What follows belongs to an exercise in optimizing a design on an open flow for small area, a short achievable clock period and few clock cycles per item; a production flow would make more cautious choices.
The RTL of this run was laid out without a check of its function.
Power and IR drop assume default switching activity.

[config.mk]
export PLATFORM = sky130hd
export DESIGN_NAME = EQ
export DESIGN_NICKNAME = EQ
export VERILOG_FILES = /design/flow/design.v
export SDC_FILE = /design/flow/constraint.sdc
export NUM_CORES = 4
export LEC_CHECK = 0
export CAP_MARGIN = 20
export CORE_MARGIN = 2
export CORE_UTILIZATION = 40
export SLEW_MARGIN = 20
[constraint.sdc]
create_clock -name core_clock -period 5.5 [get_ports {clk}]
set_input_delay 1.1000 -clock core_clock [delete_from_list [all_inputs] [get_ports {clk}]]
set_output_delay 1.1000 -clock core_clock [all_outputs]
set_load 0.01 [all_outputs]
[design.v]
module EQ(
    clk,
    rst_n,
    in_valid,
    in_row,
    in_col,
    out_valid,
    out
);
input clk, rst_n, in_valid;
input [2:0] in_row, in_col;
output logic out_valid;
output logic [2:0] out;
logic       got_a;       
logic       calc;        
logic [2:0] k;           
logic [2:0] ra, ca;      
logic [2:0] rb, cb;      
logic [6:0] s;           
logic [63:0] da, db;     
logic [91:0] m;          
logic [6:0] s_next;
always_comb begin rb = in_row; cb = in_col; end
always_ff @(posedge clk) begin
    if (in_valid && !got_a) begin ra <= in_row; ca <= in_col; end
    if (in_valid && got_a) s <= s_next;
end
always_ff @(posedge clk or negedge rst_n) begin
    if (!rst_n) begin
        got_a <= 1'b0; out_valid <= 1'b0; k <= 3'd0;
    end else begin
        got_a <= in_valid && !got_a;
        if (in_valid && got_a) begin out_valid <= 1'b1; k <= 3'd0; end
        else if (out_valid) begin k <= k + 3'd1; if (k == 3'd7) out_valid <= 1'b0; end
    end
end
assign calc = 1'b0;
always_comb begin
    da = 64'd0; da[{ra, ca}] = 1'b1;
    db = 64'd0; db[{rb, cb}] = 1'b1;
    m[0] = |(da & 64'h0802400420801001) && |(db & 64'h0802400420801001);
    m[1] = |(da & 64'h1002084004802001) && |(db & 64'h1002084004802001);
    m[2] = |(da & 64'h0410028020084001) && |(db & 64'h0410028020084001);
    m[3] = |(da & 64'h0420080280104001) && |(db & 64'h0420080280104001);
    m[4] = |(da & 64'h1040010480200802) && |(db & 64'h1040010480200802);
    m[5] = |(da & 64'h0820800401401002) && |(db & 64'h0820800401401002);
    m[6] = |(da & 64'h0420800108401002) && |(db & 64'h0420800108401002);
    m[7] = |(da & 64'h1004800840012002) && |(db & 64'h1004800840012002);
    m[8] = |(da & 64'h1040080104802002) && |(db & 64'h1040080104802002);
    m[9] = |(da & 64'h0801108020044002) && |(db & 64'h0801108020044002);
    m[10] = |(da & 64'h0420080180104002) && |(db & 64'h0420080180104002);
    m[11] = |(da & 64'h0840100401208002) && |(db & 64'h0840100401208002);
    m[12] = |(da & 64'h2008028010400104) && |(db & 64'h2008028010400104);
    m[13] = |(da & 64'h2008400180021004) && |(db & 64'h2008400180021004);
    m[14] = |(da & 64'h0140082080021004) && |(db & 64'h0140082080021004);
    m[15] = |(da & 64'h2080020801401004) && |(db & 64'h2080020801401004);
    m[16] = |(da & 64'h2002400108801004) && |(db & 64'h2002400108801004);
    m[17] = |(da & 64'h0840018010022004) && |(db & 64'h0840018010022004);
    m[18] = |(da & 64'h1080080140022004) && |(db & 64'h1080080140022004);
    m[19] = |(da & 64'h0880011040022004) && |(db & 64'h0880011040022004);
    m[20] = |(da & 64'h0240108001082004) && |(db & 64'h0240108001082004);
    m[21] = |(da & 64'h0140108002082004) && |(db & 64'h0140108002082004);
    m[22] = |(da & 64'h0210400801802004) && |(db & 64'h0210400801802004);
    m[23] = |(da & 64'h0802401001802004) && |(db & 64'h0802401001802004);
    m[24] = |(da & 64'h1040010802802004) && |(db & 64'h1040010802802004);
    m[25] = |(da & 64'h2008011080024004) && |(db & 64'h2008011080024004);
    m[26] = |(da & 64'h1001082080024004) && |(db & 64'h1001082080024004);
    m[27] = |(da & 64'h1002200140088004) && |(db & 64'h1002200140088004);
    m[28] = |(da & 64'h2004400280100108) && |(db & 64'h2004400280100108);
    m[29] = |(da & 64'h0240042080100108) && |(db & 64'h0240042080100108);
    m[30] = |(da & 64'h4004012080100208) && |(db & 64'h4004012080100208);
    m[31] = |(da & 64'h1001802004400208) && |(db & 64'h1001802004400208);
    m[32] = |(da & 64'h0110802004400208) && |(db & 64'h0110802004400208);
    m[33] = |(da & 64'h0420800110400208) && |(db & 64'h0420800110400208);
    m[34] = |(da & 64'h2004014010800208) && |(db & 64'h2004014010800208);
    m[35] = |(da & 64'h4010040120800208) && |(db & 64'h4010040120800208);
    m[36] = |(da & 64'h4004800210012008) && |(db & 64'h4004800210012008);
    m[37] = |(da & 64'h1004014002802008) && |(db & 64'h1004014002802008);
    m[38] = |(da & 64'h0210400104802008) && |(db & 64'h0210400104802008);
    m[39] = |(da & 64'h0420021080014008) && |(db & 64'h0420021080014008);
    m[40] = |(da & 64'h2001100280044008) && |(db & 64'h2001100280044008);
    m[41] = |(da & 64'h8004012002104008) && |(db & 64'h8004012002104008);
    m[42] = |(da & 64'h0280200104104008) && |(db & 64'h0280200104104008);
    m[43] = |(da & 64'h1040022004018008) && |(db & 64'h1040022004018008);
    m[44] = |(da & 64'h0420024010018008) && |(db & 64'h0420024010018008);
    m[45] = |(da & 64'h2002400104108008) && |(db & 64'h2002400104108008);
    m[46] = |(da & 64'h0440028020080110) && |(db & 64'h0440028020080110);
    m[47] = |(da & 64'h2004400208800110) && |(db & 64'h2004400208800110);
    m[48] = |(da & 64'h0802400420800110) && |(db & 64'h0802400420800110);
    m[49] = |(da & 64'h4001048020080210) && |(db & 64'h4001048020080210);
    m[50] = |(da & 64'h0120800440080210) && |(db & 64'h0120800440080210);
    m[51] = |(da & 64'h0480084001200210) && |(db & 64'h0480084001200210);
    m[52] = |(da & 64'h2004400801800210) && |(db & 64'h2004400801800210);
    m[53] = |(da & 64'h4008028020010410) && |(db & 64'h4008028020010410);
    m[54] = |(da & 64'h0820800240010410) && |(db & 64'h0820800240010410);
    m[55] = |(da & 64'h0220014008800410) && |(db & 64'h0220014008800410);
    m[56] = |(da & 64'h0208208004014010) && |(db & 64'h0208208004014010);
    m[57] = |(da & 64'h0420800208014010) && |(db & 64'h0420800208014010);
    m[58] = |(da & 64'h2004018008024010) && |(db & 64'h2004018008024010);
    m[59] = |(da & 64'h8008010420024010) && |(db & 64'h8008010420024010);
    m[60] = |(da & 64'h0880010420024010) && |(db & 64'h0880010420024010);
    m[61] = |(da & 64'h0220800401084010) && |(db & 64'h0220800401084010);
    m[62] = |(da & 64'h4002200401088010) && |(db & 64'h4002200401088010);
    m[63] = |(da & 64'h0420024001088010) && |(db & 64'h0420024001088010);
    m[64] = |(da & 64'h0840048002100120) && |(db & 64'h0840048002100120);
    m[65] = |(da & 64'h0880100401400220) && |(db & 64'h0880100401400220);
    m[66] = |(da & 64'h0410800801400220) && |(db & 64'h0410800801400220);
    m[67] = |(da & 64'h0802801040010420) && |(db & 64'h0802801040010420);
    m[68] = |(da & 64'h1040020880010420) && |(db & 64'h1040020880010420);
    m[69] = |(da & 64'h4008021080010420) && |(db & 64'h4008021080010420);
    m[70] = |(da & 64'h8002080140100420) && |(db & 64'h8002080140100420);
    m[71] = |(da & 64'h4002080180100420) && |(db & 64'h4002080180100420);
    m[72] = |(da & 64'h1001800802400420) && |(db & 64'h1001800802400420);
    m[73] = |(da & 64'h0801108002400420) && |(db & 64'h0801108002400420);
    m[74] = |(da & 64'h1002800108400420) && |(db & 64'h1002800108400420);
    m[75] = |(da & 64'h0440028010010820) && |(db & 64'h0440028010010820);
    m[76] = |(da & 64'h0401401080020820) && |(db & 64'h0401401080020820);
    m[77] = |(da & 64'h8002100401400820) && |(db & 64'h8002100401400820);
    m[78] = |(da & 64'h0410028001400820) && |(db & 64'h0410028001400820);
    m[79] = |(da & 64'h0410400108028020) && |(db & 64'h0410400108028020);
    m[80] = |(da & 64'h1002082080040140) && |(db & 64'h1002082080040140);
    m[81] = |(da & 64'h2004108001080240) && |(db & 64'h2004108001080240);
    m[82] = |(da & 64'h1080080104200240) && |(db & 64'h1080080104200240);
    m[83] = |(da & 64'h0802108020010440) && |(db & 64'h0802108020010440);
    m[84] = |(da & 64'h0820011002800440) && |(db & 64'h0820011002800440);
    m[85] = |(da & 64'h2004018010020840) && |(db & 64'h2004018010020840);
    m[86] = |(da & 64'h1004012080020840) && |(db & 64'h1004012080020840);
    m[87] = |(da & 64'h0802802001041040) && |(db & 64'h0802802001041040);
    m[88] = |(da & 64'h2004104001080280) && |(db & 64'h2004104001080280);
    m[89] = |(da & 64'h2008400104100280) && |(db & 64'h2008400104100280);
    m[90] = |(da & 64'h0840100220010480) && |(db & 64'h0840100220010480);
    m[91] = |(da & 64'h1040022004010880) && |(db & 64'h1040022004010880);
    s_next = 7'd0;
    for (int i = 91; i >= 0; i--) if (m[i]) s_next = 7'(i);
end
always_comb begin
    case ({s, k})
        10'd0: out = 3'd0;
        10'd1: out = 3'd4;
        10'd2: out = 3'd7;
        10'd3: out = 3'd5;
        10'd4: out = 3'd2;
        10'd5: out = 3'd6;
        10'd6: out = 3'd1;
        10'd7: out = 3'd3;
        10'd8: out = 3'd0;
        10'd9: out = 3'd5;
        10'd10: out = 3'd7;
        10'd11: out = 3'd2;
        10'd12: out = 3'd6;
        10'd13: out = 3'd3;
        10'd14: out = 3'd1;
        10'd15: out = 3'd4;
        10'd16: out = 3'd0;
        10'd17: out = 3'd6;
        10'd18: out = 3'd3;
        10'd19: out = 3'd5;
        10'd20: out = 3'd7;
        10'd21: out = 3'd1;
        10'd22: out = 3'd4;
        10'd23: out = 3'd2;
        10'd24: out = 3'd0;
        10'd25: out = 3'd6;
        10'd26: out = 3'd4;
        10'd27: out = 3'd7;
        10'd28: out = 3'd1;
        10'd29: out = 3'd3;
        10'd30: out = 3'd5;
        10'd31: out = 3'd2;
        10'd32: out = 3'd1;
        10'd33: out = 3'd3;
        10'd34: out = 3'd5;
        10'd35: out = 3'd7;
        10'd36: out = 3'd2;
        10'd37: out = 3'd0;
        10'd38: out = 3'd6;
        10'd39: out = 3'd4;
        10'd40: out = 3'd1;
        10'd41: out = 3'd4;
        10'd42: out = 3'd6;
        10'd43: out = 3'd0;
        10'd44: out = 3'd2;
        10'd45: out = 3'd7;
        10'd46: out = 3'd5;
        10'd47: out = 3'd3;
        10'd48: out = 3'd1;
        10'd49: out = 3'd4;
        10'd50: out = 3'd6;
        10'd51: out = 3'd3;
        10'd52: out = 3'd0;
        10'd53: out = 3'd7;
        10'd54: out = 3'd5;
        10'd55: out = 3'd2;
        10'd56: out = 3'd1;
        10'd57: out = 3'd5;
        10'd58: out = 3'd0;
        10'd59: out = 3'd6;
        10'd60: out = 3'd3;
        10'd61: out = 3'd7;
        10'd62: out = 3'd2;
        10'd63: out = 3'd4;
        10'd64: out = 3'd1;
        10'd65: out = 3'd5;
        10'd66: out = 3'd7;
        10'd67: out = 3'd2;
        10'd68: out = 3'd0;
        10'd69: out = 3'd3;
        10'd70: out = 3'd6;
        10'd71: out = 3'd4;
        10'd72: out = 3'd1;
        10'd73: out = 3'd6;
        10'd74: out = 3'd2;
        10'd75: out = 3'd5;
        10'd76: out = 3'd7;
        10'd77: out = 3'd4;
        10'd78: out = 3'd0;
        10'd79: out = 3'd3;
        10'd80: out = 3'd1;
        10'd81: out = 3'd6;
        10'd82: out = 3'd4;
        10'd83: out = 3'd7;
        10'd84: out = 3'd0;
        10'd85: out = 3'd3;
        10'd86: out = 3'd5;
        10'd87: out = 3'd2;
        10'd88: out = 3'd1;
        10'd89: out = 3'd7;
        10'd90: out = 3'd5;
        10'd91: out = 3'd0;
        10'd92: out = 3'd2;
        10'd93: out = 3'd4;
        10'd94: out = 3'd6;
        10'd95: out = 3'd3;
        10'd96: out = 3'd2;
        10'd97: out = 3'd0;
        10'd98: out = 3'd6;
        10'd99: out = 3'd4;
        10'd100: out = 3'd7;
        10'd101: out = 3'd1;
        10'd102: out = 3'd3;
        10'd103: out = 3'd5;
        10'd104: out = 3'd2;
        10'd105: out = 3'd4;
        10'd106: out = 3'd1;
        10'd107: out = 3'd7;
        10'd108: out = 3'd0;
        10'd109: out = 3'd6;
        10'd110: out = 3'd3;
        10'd111: out = 3'd5;
        10'd112: out = 3'd2;
        10'd113: out = 3'd4;
        10'd114: out = 3'd1;
        10'd115: out = 3'd7;
        10'd116: out = 3'd5;
        10'd117: out = 3'd3;
        10'd118: out = 3'd6;
        10'd119: out = 3'd0;
        10'd120: out = 3'd2;
        10'd121: out = 3'd4;
        10'd122: out = 3'd6;
        10'd123: out = 3'd0;
        10'd124: out = 3'd3;
        10'd125: out = 3'd1;
        10'd126: out = 3'd7;
        10'd127: out = 3'd5;
        10'd128: out = 3'd2;
        10'd129: out = 3'd4;
        10'd130: out = 3'd7;
        10'd131: out = 3'd3;
        10'd132: out = 3'd0;
        10'd133: out = 3'd6;
        10'd134: out = 3'd1;
        10'd135: out = 3'd5;
        10'd136: out = 3'd2;
        10'd137: out = 3'd5;
        10'd138: out = 3'd1;
        10'd139: out = 3'd4;
        10'd140: out = 3'd7;
        10'd141: out = 3'd0;
        10'd142: out = 3'd6;
        10'd143: out = 3'd3;
        10'd144: out = 3'd2;
        10'd145: out = 3'd5;
        10'd146: out = 3'd1;
        10'd147: out = 3'd6;
        10'd148: out = 3'd0;
        10'd149: out = 3'd3;
        10'd150: out = 3'd7;
        10'd151: out = 3'd4;
        10'd152: out = 3'd2;
        10'd153: out = 3'd5;
        10'd154: out = 3'd1;
        10'd155: out = 3'd6;
        10'd156: out = 3'd4;
        10'd157: out = 3'd0;
        10'd158: out = 3'd7;
        10'd159: out = 3'd3;
        10'd160: out = 3'd2;
        10'd161: out = 3'd5;
        10'd162: out = 3'd3;
        10'd163: out = 3'd0;
        10'd164: out = 3'd7;
        10'd165: out = 3'd4;
        10'd166: out = 3'd6;
        10'd167: out = 3'd1;
        10'd168: out = 3'd2;
        10'd169: out = 3'd5;
        10'd170: out = 3'd3;
        10'd171: out = 3'd1;
        10'd172: out = 3'd7;
        10'd173: out = 3'd4;
        10'd174: out = 3'd6;
        10'd175: out = 3'd0;
        10'd176: out = 3'd2;
        10'd177: out = 3'd5;
        10'd178: out = 3'd7;
        10'd179: out = 3'd0;
        10'd180: out = 3'd3;
        10'd181: out = 3'd6;
        10'd182: out = 3'd4;
        10'd183: out = 3'd1;
        10'd184: out = 3'd2;
        10'd185: out = 3'd5;
        10'd186: out = 3'd7;
        10'd187: out = 3'd0;
        10'd188: out = 3'd4;
        10'd189: out = 3'd6;
        10'd190: out = 3'd1;
        10'd191: out = 3'd3;
        10'd192: out = 3'd2;
        10'd193: out = 3'd5;
        10'd194: out = 3'd7;
        10'd195: out = 3'd1;
        10'd196: out = 3'd3;
        10'd197: out = 3'd0;
        10'd198: out = 3'd6;
        10'd199: out = 3'd4;
        10'd200: out = 3'd2;
        10'd201: out = 3'd6;
        10'd202: out = 3'd1;
        10'd203: out = 3'd7;
        10'd204: out = 3'd4;
        10'd205: out = 3'd0;
        10'd206: out = 3'd3;
        10'd207: out = 3'd5;
        10'd208: out = 3'd2;
        10'd209: out = 3'd6;
        10'd210: out = 3'd1;
        10'd211: out = 3'd7;
        10'd212: out = 3'd5;
        10'd213: out = 3'd3;
        10'd214: out = 3'd0;
        10'd215: out = 3'd4;
        10'd216: out = 3'd2;
        10'd217: out = 3'd7;
        10'd218: out = 3'd3;
        10'd219: out = 3'd6;
        10'd220: out = 3'd0;
        10'd221: out = 3'd5;
        10'd222: out = 3'd1;
        10'd223: out = 3'd4;
        10'd224: out = 3'd3;
        10'd225: out = 3'd0;
        10'd226: out = 3'd4;
        10'd227: out = 3'd7;
        10'd228: out = 3'd1;
        10'd229: out = 3'd6;
        10'd230: out = 3'd2;
        10'd231: out = 3'd5;
        10'd232: out = 3'd3;
        10'd233: out = 3'd0;
        10'd234: out = 3'd4;
        10'd235: out = 3'd7;
        10'd236: out = 3'd5;
        10'd237: out = 3'd2;
        10'd238: out = 3'd6;
        10'd239: out = 3'd1;
        10'd240: out = 3'd3;
        10'd241: out = 3'd1;
        10'd242: out = 3'd4;
        10'd243: out = 3'd7;
        10'd244: out = 3'd5;
        10'd245: out = 3'd0;
        10'd246: out = 3'd2;
        10'd247: out = 3'd6;
        10'd248: out = 3'd3;
        10'd249: out = 3'd1;
        10'd250: out = 3'd6;
        10'd251: out = 3'd2;
        10'd252: out = 3'd5;
        10'd253: out = 3'd7;
        10'd254: out = 3'd0;
        10'd255: out = 3'd4;
        10'd256: out = 3'd3;
        10'd257: out = 3'd1;
        10'd258: out = 3'd6;
        10'd259: out = 3'd2;
        10'd260: out = 3'd5;
        10'd261: out = 3'd7;
        10'd262: out = 3'd4;
        10'd263: out = 3'd0;
        10'd264: out = 3'd3;
        10'd265: out = 3'd1;
        10'd266: out = 3'd6;
        10'd267: out = 3'd4;
        10'd268: out = 3'd0;
        10'd269: out = 3'd7;
        10'd270: out = 3'd5;
        10'd271: out = 3'd2;
        10'd272: out = 3'd3;
        10'd273: out = 3'd1;
        10'd274: out = 3'd7;
        10'd275: out = 3'd4;
        10'd276: out = 3'd6;
        10'd277: out = 3'd0;
        10'd278: out = 3'd2;
        10'd279: out = 3'd5;
        10'd280: out = 3'd3;
        10'd281: out = 3'd1;
        10'd282: out = 3'd7;
        10'd283: out = 3'd5;
        10'd284: out = 3'd0;
        10'd285: out = 3'd2;
        10'd286: out = 3'd4;
        10'd287: out = 3'd6;
        10'd288: out = 3'd3;
        10'd289: out = 3'd5;
        10'd290: out = 3'd0;
        10'd291: out = 3'd4;
        10'd292: out = 3'd1;
        10'd293: out = 3'd7;
        10'd294: out = 3'd2;
        10'd295: out = 3'd6;
        10'd296: out = 3'd3;
        10'd297: out = 3'd5;
        10'd298: out = 3'd7;
        10'd299: out = 3'd1;
        10'd300: out = 3'd6;
        10'd301: out = 3'd0;
        10'd302: out = 3'd2;
        10'd303: out = 3'd4;
        10'd304: out = 3'd3;
        10'd305: out = 3'd5;
        10'd306: out = 3'd7;
        10'd307: out = 3'd2;
        10'd308: out = 3'd0;
        10'd309: out = 3'd6;
        10'd310: out = 3'd4;
        10'd311: out = 3'd1;
        10'd312: out = 3'd3;
        10'd313: out = 3'd6;
        10'd314: out = 3'd0;
        10'd315: out = 3'd7;
        10'd316: out = 3'd4;
        10'd317: out = 3'd1;
        10'd318: out = 3'd5;
        10'd319: out = 3'd2;
        10'd320: out = 3'd3;
        10'd321: out = 3'd6;
        10'd322: out = 3'd2;
        10'd323: out = 3'd7;
        10'd324: out = 3'd1;
        10'd325: out = 3'd4;
        10'd326: out = 3'd0;
        10'd327: out = 3'd5;
        10'd328: out = 3'd3;
        10'd329: out = 3'd6;
        10'd330: out = 3'd4;
        10'd331: out = 3'd1;
        10'd332: out = 3'd5;
        10'd333: out = 3'd0;
        10'd334: out = 3'd2;
        10'd335: out = 3'd7;
        10'd336: out = 3'd3;
        10'd337: out = 3'd6;
        10'd338: out = 3'd4;
        10'd339: out = 3'd2;
        10'd340: out = 3'd0;
        10'd341: out = 3'd5;
        10'd342: out = 3'd7;
        10'd343: out = 3'd1;
        10'd344: out = 3'd3;
        10'd345: out = 3'd7;
        10'd346: out = 3'd0;
        10'd347: out = 3'd2;
        10'd348: out = 3'd5;
        10'd349: out = 3'd1;
        10'd350: out = 3'd6;
        10'd351: out = 3'd4;
        10'd352: out = 3'd3;
        10'd353: out = 3'd7;
        10'd354: out = 3'd0;
        10'd355: out = 3'd4;
        10'd356: out = 3'd6;
        10'd357: out = 3'd1;
        10'd358: out = 3'd5;
        10'd359: out = 3'd2;
        10'd360: out = 3'd3;
        10'd361: out = 3'd7;
        10'd362: out = 3'd4;
        10'd363: out = 3'd2;
        10'd364: out = 3'd0;
        10'd365: out = 3'd6;
        10'd366: out = 3'd1;
        10'd367: out = 3'd5;
        10'd368: out = 3'd4;
        10'd369: out = 3'd0;
        10'd370: out = 3'd3;
        10'd371: out = 3'd5;
        10'd372: out = 3'd7;
        10'd373: out = 3'd1;
        10'd374: out = 3'd6;
        10'd375: out = 3'd2;
        10'd376: out = 3'd4;
        10'd377: out = 3'd0;
        10'd378: out = 3'd7;
        10'd379: out = 3'd3;
        10'd380: out = 3'd1;
        10'd381: out = 3'd6;
        10'd382: out = 3'd2;
        10'd383: out = 3'd5;
        10'd384: out = 3'd4;
        10'd385: out = 3'd0;
        10'd386: out = 3'd7;
        10'd387: out = 3'd5;
        10'd388: out = 3'd2;
        10'd389: out = 3'd6;
        10'd390: out = 3'd1;
        10'd391: out = 3'd3;
        10'd392: out = 3'd4;
        10'd393: out = 3'd1;
        10'd394: out = 3'd3;
        10'd395: out = 3'd5;
        10'd396: out = 3'd7;
        10'd397: out = 3'd2;
        10'd398: out = 3'd0;
        10'd399: out = 3'd6;
        10'd400: out = 3'd4;
        10'd401: out = 3'd1;
        10'd402: out = 3'd3;
        10'd403: out = 3'd6;
        10'd404: out = 3'd2;
        10'd405: out = 3'd7;
        10'd406: out = 3'd5;
        10'd407: out = 3'd0;
        10'd408: out = 3'd4;
        10'd409: out = 3'd1;
        10'd410: out = 3'd5;
        10'd411: out = 3'd0;
        10'd412: out = 3'd6;
        10'd413: out = 3'd3;
        10'd414: out = 3'd7;
        10'd415: out = 3'd2;
        10'd416: out = 3'd4;
        10'd417: out = 3'd1;
        10'd418: out = 3'd7;
        10'd419: out = 3'd0;
        10'd420: out = 3'd3;
        10'd421: out = 3'd6;
        10'd422: out = 3'd2;
        10'd423: out = 3'd5;
        10'd424: out = 3'd4;
        10'd425: out = 3'd2;
        10'd426: out = 3'd0;
        10'd427: out = 3'd5;
        10'd428: out = 3'd7;
        10'd429: out = 3'd1;
        10'd430: out = 3'd3;
        10'd431: out = 3'd6;
        10'd432: out = 3'd4;
        10'd433: out = 3'd2;
        10'd434: out = 3'd0;
        10'd435: out = 3'd6;
        10'd436: out = 3'd1;
        10'd437: out = 3'd7;
        10'd438: out = 3'd5;
        10'd439: out = 3'd3;
        10'd440: out = 3'd4;
        10'd441: out = 3'd2;
        10'd442: out = 3'd7;
        10'd443: out = 3'd3;
        10'd444: out = 3'd6;
        10'd445: out = 3'd0;
        10'd446: out = 3'd5;
        10'd447: out = 3'd1;
        10'd448: out = 3'd4;
        10'd449: out = 3'd6;
        10'd450: out = 3'd0;
        10'd451: out = 3'd2;
        10'd452: out = 3'd7;
        10'd453: out = 3'd5;
        10'd454: out = 3'd3;
        10'd455: out = 3'd1;
        10'd456: out = 3'd4;
        10'd457: out = 3'd6;
        10'd458: out = 3'd0;
        10'd459: out = 3'd3;
        10'd460: out = 3'd1;
        10'd461: out = 3'd7;
        10'd462: out = 3'd5;
        10'd463: out = 3'd2;
        10'd464: out = 3'd4;
        10'd465: out = 3'd6;
        10'd466: out = 3'd1;
        10'd467: out = 3'd3;
        10'd468: out = 3'd7;
        10'd469: out = 3'd0;
        10'd470: out = 3'd2;
        10'd471: out = 3'd5;
        10'd472: out = 3'd4;
        10'd473: out = 3'd6;
        10'd474: out = 3'd1;
        10'd475: out = 3'd5;
        10'd476: out = 3'd2;
        10'd477: out = 3'd0;
        10'd478: out = 3'd3;
        10'd479: out = 3'd7;
        10'd480: out = 3'd4;
        10'd481: out = 3'd6;
        10'd482: out = 3'd1;
        10'd483: out = 3'd5;
        10'd484: out = 3'd2;
        10'd485: out = 3'd0;
        10'd486: out = 3'd7;
        10'd487: out = 3'd3;
        10'd488: out = 3'd4;
        10'd489: out = 3'd6;
        10'd490: out = 3'd3;
        10'd491: out = 3'd0;
        10'd492: out = 3'd2;
        10'd493: out = 3'd7;
        10'd494: out = 3'd5;
        10'd495: out = 3'd1;
        10'd496: out = 3'd4;
        10'd497: out = 3'd7;
        10'd498: out = 3'd3;
        10'd499: out = 3'd0;
        10'd500: out = 3'd2;
        10'd501: out = 3'd5;
        10'd502: out = 3'd1;
        10'd503: out = 3'd6;
        10'd504: out = 3'd4;
        10'd505: out = 3'd7;
        10'd506: out = 3'd3;
        10'd507: out = 3'd0;
        10'd508: out = 3'd6;
        10'd509: out = 3'd1;
        10'd510: out = 3'd5;
        10'd511: out = 3'd2;
        10'd512: out = 3'd5;
        10'd513: out = 3'd0;
        10'd514: out = 3'd4;
        10'd515: out = 3'd1;
        10'd516: out = 3'd7;
        10'd517: out = 3'd2;
        10'd518: out = 3'd6;
        10'd519: out = 3'd3;
        10'd520: out = 3'd5;
        10'd521: out = 3'd1;
        10'd522: out = 3'd6;
        10'd523: out = 3'd0;
        10'd524: out = 3'd2;
        10'd525: out = 3'd4;
        10'd526: out = 3'd7;
        10'd527: out = 3'd3;
        10'd528: out = 3'd5;
        10'd529: out = 3'd1;
        10'd530: out = 3'd6;
        10'd531: out = 3'd0;
        10'd532: out = 3'd3;
        10'd533: out = 3'd7;
        10'd534: out = 3'd4;
        10'd535: out = 3'd2;
        10'd536: out = 3'd5;
        10'd537: out = 3'd2;
        10'd538: out = 3'd0;
        10'd539: out = 3'd6;
        10'd540: out = 3'd4;
        10'd541: out = 3'd7;
        10'd542: out = 3'd1;
        10'd543: out = 3'd3;
        10'd544: out = 3'd5;
        10'd545: out = 3'd2;
        10'd546: out = 3'd0;
        10'd547: out = 3'd7;
        10'd548: out = 3'd3;
        10'd549: out = 3'd1;
        10'd550: out = 3'd6;
        10'd551: out = 3'd4;
        10'd552: out = 3'd5;
        10'd553: out = 3'd2;
        10'd554: out = 3'd0;
        10'd555: out = 3'd7;
        10'd556: out = 3'd4;
        10'd557: out = 3'd1;
        10'd558: out = 3'd3;
        10'd559: out = 3'd6;
        10'd560: out = 3'd5;
        10'd561: out = 3'd2;
        10'd562: out = 3'd4;
        10'd563: out = 3'd6;
        10'd564: out = 3'd0;
        10'd565: out = 3'd3;
        10'd566: out = 3'd1;
        10'd567: out = 3'd7;
        10'd568: out = 3'd5;
        10'd569: out = 3'd2;
        10'd570: out = 3'd4;
        10'd571: out = 3'd7;
        10'd572: out = 3'd0;
        10'd573: out = 3'd3;
        10'd574: out = 3'd1;
        10'd575: out = 3'd6;
        10'd576: out = 3'd5;
        10'd577: out = 3'd2;
        10'd578: out = 3'd6;
        10'd579: out = 3'd1;
        10'd580: out = 3'd3;
        10'd581: out = 3'd7;
        10'd582: out = 3'd0;
        10'd583: out = 3'd4;
        10'd584: out = 3'd5;
        10'd585: out = 3'd2;
        10'd586: out = 3'd6;
        10'd587: out = 3'd1;
        10'd588: out = 3'd7;
        10'd589: out = 3'd4;
        10'd590: out = 3'd0;
        10'd591: out = 3'd3;
        10'd592: out = 3'd5;
        10'd593: out = 3'd2;
        10'd594: out = 3'd6;
        10'd595: out = 3'd3;
        10'd596: out = 3'd0;
        10'd597: out = 3'd7;
        10'd598: out = 3'd1;
        10'd599: out = 3'd4;
        10'd600: out = 3'd5;
        10'd601: out = 3'd3;
        10'd602: out = 3'd0;
        10'd603: out = 3'd4;
        10'd604: out = 3'd7;
        10'd605: out = 3'd1;
        10'd606: out = 3'd6;
        10'd607: out = 3'd2;
        10'd608: out = 3'd5;
        10'd609: out = 3'd3;
        10'd610: out = 3'd1;
        10'd611: out = 3'd7;
        10'd612: out = 3'd4;
        10'd613: out = 3'd6;
        10'd614: out = 3'd0;
        10'd615: out = 3'd2;
        10'd616: out = 3'd5;
        10'd617: out = 3'd3;
        10'd618: out = 3'd6;
        10'd619: out = 3'd0;
        10'd620: out = 3'd2;
        10'd621: out = 3'd4;
        10'd622: out = 3'd1;
        10'd623: out = 3'd7;
        10'd624: out = 3'd5;
        10'd625: out = 3'd3;
        10'd626: out = 3'd6;
        10'd627: out = 3'd0;
        10'd628: out = 3'd7;
        10'd629: out = 3'd1;
        10'd630: out = 3'd4;
        10'd631: out = 3'd2;
        10'd632: out = 3'd5;
        10'd633: out = 3'd7;
        10'd634: out = 3'd1;
        10'd635: out = 3'd3;
        10'd636: out = 3'd0;
        10'd637: out = 3'd6;
        10'd638: out = 3'd4;
        10'd639: out = 3'd2;
        10'd640: out = 3'd6;
        10'd641: out = 3'd0;
        10'd642: out = 3'd2;
        10'd643: out = 3'd7;
        10'd644: out = 3'd5;
        10'd645: out = 3'd3;
        10'd646: out = 3'd1;
        10'd647: out = 3'd4;
        10'd648: out = 3'd6;
        10'd649: out = 3'd1;
        10'd650: out = 3'd3;
        10'd651: out = 3'd0;
        10'd652: out = 3'd7;
        10'd653: out = 3'd4;
        10'd654: out = 3'd2;
        10'd655: out = 3'd5;
        10'd656: out = 3'd6;
        10'd657: out = 3'd1;
        10'd658: out = 3'd5;
        10'd659: out = 3'd2;
        10'd660: out = 3'd0;
        10'd661: out = 3'd3;
        10'd662: out = 3'd7;
        10'd663: out = 3'd4;
        10'd664: out = 3'd6;
        10'd665: out = 3'd2;
        10'd666: out = 3'd0;
        10'd667: out = 3'd5;
        10'd668: out = 3'd7;
        10'd669: out = 3'd4;
        10'd670: out = 3'd1;
        10'd671: out = 3'd3;
        10'd672: out = 3'd6;
        10'd673: out = 3'd2;
        10'd674: out = 3'd7;
        10'd675: out = 3'd1;
        10'd676: out = 3'd4;
        10'd677: out = 3'd0;
        10'd678: out = 3'd5;
        10'd679: out = 3'd3;
        10'd680: out = 3'd6;
        10'd681: out = 3'd3;
        10'd682: out = 3'd1;
        10'd683: out = 3'd4;
        10'd684: out = 3'd7;
        10'd685: out = 3'd0;
        10'd686: out = 3'd2;
        10'd687: out = 3'd5;
        10'd688: out = 3'd6;
        10'd689: out = 3'd3;
        10'd690: out = 3'd1;
        10'd691: out = 3'd7;
        10'd692: out = 3'd5;
        10'd693: out = 3'd0;
        10'd694: out = 3'd2;
        10'd695: out = 3'd4;
        10'd696: out = 3'd6;
        10'd697: out = 3'd4;
        10'd698: out = 3'd2;
        10'd699: out = 3'd0;
        10'd700: out = 3'd5;
        10'd701: out = 3'd7;
        10'd702: out = 3'd1;
        10'd703: out = 3'd3;
        10'd704: out = 3'd7;
        10'd705: out = 3'd1;
        10'd706: out = 3'd3;
        10'd707: out = 3'd0;
        10'd708: out = 3'd6;
        10'd709: out = 3'd4;
        10'd710: out = 3'd2;
        10'd711: out = 3'd5;
        10'd712: out = 3'd7;
        10'd713: out = 3'd1;
        10'd714: out = 3'd4;
        10'd715: out = 3'd2;
        10'd716: out = 3'd0;
        10'd717: out = 3'd6;
        10'd718: out = 3'd3;
        10'd719: out = 3'd5;
        10'd720: out = 3'd7;
        10'd721: out = 3'd2;
        10'd722: out = 3'd0;
        10'd723: out = 3'd5;
        10'd724: out = 3'd1;
        10'd725: out = 3'd4;
        10'd726: out = 3'd6;
        10'd727: out = 3'd3;
        10'd728: out = 3'd7;
        10'd729: out = 3'd3;
        10'd730: out = 3'd0;
        10'd731: out = 3'd2;
        10'd732: out = 3'd5;
        10'd733: out = 3'd1;
        10'd734: out = 3'd6;
        10'd735: out = 3'd4;
        default: out = 3'd0;
    endcase
end
endmodule
[run.sh]
#!/bin/bash
# synth_recipe.tcl (not shown) runs the flow's synth.tcl, then flattens the netlist and writes it again
# the make line also repeats each setting of config.mk as NAME=value (left out here)
make -C /OpenROAD-flow-scripts/flow DESIGN_CONFIG=/design/flow/config.mk WORK_HOME=/design/flow/orfs CLKGATE_MAP_FILE= SYNTH_SCRIPT=/design/flow/synth_recipe.tcl finish
==> impl_metrics.csv <==
group,metric,value,unit
timing,relSlewSlack,28.3,%
flow_run,maxCapViolCount,0,
pwr,leakage,5.25,nW
pwr,finalPower,3.26,mW
synthesis,async_flop_share,27.8,%
worst_setup_path,crit_required,4400,ps
timing,drv_slew,0,
placed_design,pre_cts_slack,-245,ps
placed_design,place_congestion,1.19,
synthesis,yosysMostFrequentCell,"a21oi_1",
pwr,irDropWorstVdd,0.162,mV
routing,via_per_inst,7.45,
routing,drt-wirelength-per-cell,30.6,µm
timing,finalCritPeriodShare,97.5,%
synthesis,yosys-top-cells-count,"a21oi_1 (193), nor2_1 (190), nand2_1 (162)",
clocking,h-tree-depth,1,
placed_design,port_buffers,12,
pwr,power_density,246,nW/µm²
worst_setup_path,crit_type,"reg2out",
timing,post-route-min-period,5360,ps
floorplan,coreArea,27900,µm²
worst_setup_path,crit_start,"k[0]",
clocking,postCtsSetupBuffers,0,
cells_and_area,drive_gt1_share,20.9,%
synthesis,synthCells,1760,
floorplan,die_x,173,µm
floorplan,rows,61,
clocking,clkSlewWorstSetupHoldPaths,60,ps
routing,drc,0,
clocking,postCtsHoldBufs,0,
routing,routed_wl,68900,µm
min_path,hp-class,"reg2reg",
timing,fmax,187,MHz
cells_and_area,final_nets,1892,
clocking,cts.repair.resized,0,
floorplan,dieArea,29900,µm²
cells_and_area,layout.cells.non_filler,2247,
placed_design,dp.cells,2241,
cells_and_area,fin_util,47.4,%
clocking,clockBufferDepth,2,
global_route,antenna_found_initial,3,
global_route,grt_first_pass_wirelength,99600,µm
synthesis,mappedNetlistArea,11400,µm²
min_path,min_from,"out_valid",
floorplan,io_pins,13,
clocking,cts_sinks,18,
worst_setup_path,arrival,4260,ps
synthesis,syn_avg_cell_area,6.49,µm²
routing,dr.first_iter.drc_count,3589,
floorplan,initial_core_util,40.9,%
cells_and_area,nFillCells,2939,
synthesis,ys_seq_area_share,4.51,%
placed_design,dp_hpwl,55600,µm
synthesis,ys_types,132,
global_route,grt_pass1_vias,15000,
global_route,grt_usage,43.5,%
timing,finalHoldViolCount,0,
synthesis,synth_top_area_share,8.46,%
routing,firstDrtPassIters,11,
clocking,cts_tree,"yes",
synthesis,synth_flop_cell,"edfxtp_1",
routing,routed-via-count,16700,
synthesis,synth_seq_cells,18,
timing,skew,14.3,ps
synthesis,ys_top_cells_by_area,"a21oi_1 (8.5%), o21ai_0 (6.6%), nor2_1 (6.2%)",
global_route,gr-total-overflow,0,
timing,setup_ws,140,ps
synthesis,synth_edf_count,13,
cells_and_area,area_delta_synth_final,16.0,%
run_status,status,"finished clean",
floorplan,die_y,173,µm
worst_setup_path,r2r_start,"ca[1]",
timing,rsz0062_at_grt,"false",
routing,ant_nets,0,
clocking,clkLatencyLatePin,280,ps
clocking,cts_made_buffers,3,
timing,worst_pin_slew,1080,ps
timing,finalSetupViolCount,0,
synthesis,yosysWarnings,1,
timing,setup-tns-final,0,ps
synthesis,synth_top_area_cell,"a21oi_1",
clocking,root_buffer,"clkbuf_16",
global_route,grt_max_degree,96,
worst_setup_path,path_max_fanout,9,
worst_setup_path,startpoint_type,"flip-flop",
worst_setup_path,end_kind,"output pin",
synthesis,synth_nets,1784,
[cell type report]
type / instances / area (µm²) / area share, %
Clock buffer: 4 / 88.8 / 0.671
Sequential cell: 18 / 517 / 3.90
Multi-Input combinational cell: 1560 / 10000 / 75.5
Antenna cell: 2 / 5.00 / 0.0378
Timing Repair Buffer: 261 / 2080 / 15.7
Inverter: 24 / 90.1 / 0.680
Tap cell: 378 / 473 / 3.57
[state kept, by name (all words and copies together), names as in the netlist]
| name | cells |
|---|---|
| ca | 3 |
| s | 7 |
| k | 3 |
| out_valid | 1 |
| ra | 3 |
| got_a | 1 |
[worst paths after layout]
path                            depth (start not counted)  slack (ps)         to
worst max-delay path                                   11         140     out[2]
worst min-delay path                                    1         630  out_valid
worst max register to register                         16         500       s[1]
worst min register to register                          1         630  out_valid
max in group asynchronous                               1        4250       k[2]
min in group asynchronous                               1        1050  out_valid
[power by group]
group / total [mW] / internal, mW / switching, mW
Sequential: 0.235 / 0.179 / 0.0559
Combinational: 2.84 / 0.998 / 1.84
Clock: 0.186 / 0.112 / 0.0743
[placed cells by master (no fill, tap or decap), types with 22 or more instances in the layout]
cell type and count:
o21ai_0 151, nand2_1 162, nor2_1 190, nor3_1 47, a21oi_1 192, o211ai_1 23
a211oi_1 38, a31oi_1 35, nor4_1 37, or2_2 22, o22ai_1 38, buf_4 242
nand3_1 41, o21ai_1 26
[per-stage QoR]
| stage | instance area, µm² | hold slack [ps] |
|---|---|---|
| 6_report | 13200 | 630 |
| 2_1_floorplan | 11400 | 486 |
| 5_1_grt | 13200 | 652 |
| 4_1_cts | 13200 | 635 |
| 3_5_place_dp | 13100 | 622 |
| 3_3_place_gp | 13100 | 596 |
[critical path, stage by stage (launching register included)]
cell	delay (ps)
dfrtp_1	370
inv_1	270
ha_1	440
buf_4	250
nor2_1	460
o311ai_0	180
o21ai_0	130
a21oi_1	130
mux4_2	480
and2_1	180
o32ai_1	470
clkdlybuf4s50_1	630
[layer usage]
metal / GRT usage (%) / wire length, µm / up-vias
met5: 1.60 / 51 / -
met3: 15.7 / 10900 / 356
met2: 63.4 / 27400 / 1579
met4: 19.4 / 4410 / 4
li1: - / - / 7072
met1: 57.0 / 26000 / 7730
[cell families after synthesis]
| kind of cell | Yosys count | share of synthesized area, % |
|---|---|---|
| buf+inv | 182 | 8.36 |
| simple gates | 720 | 33.8 |
| fa+ha+maj | 15 | 1.64 |
| xor+xnor | 24 | 2.00 |
| mux | 18 | 2.26 |
| compound gates | 783 | 47.4 |
| flops | 18 | 4.51 |

re-timing with driven ports:
Ports are ideal in the flow. The routed layout listed here was re-timed in OpenROAD. Step 1 assumes that a clkbuf_16 drives the clock port and a buf_2 every other input. Step 2 moves the port delays by t, midway between the first and last clock arrival at a register: inputs arrive t later, outputs are due t later. That takes back most of the time a late clock gives input paths. a / b / c = ideal / step 1 / step 2; a / b = the first two.
shift t [ns]: 0.317
setup slack, ns: 0.140 / 0.097 / -0.080
worst setup path after step 2: input to register
Met with ideal ports but missed after step 2: setup timing in this run. For this run, drivers alone change the setup slack by -0.043 ns; drivers and shift together by -0.220 ns.
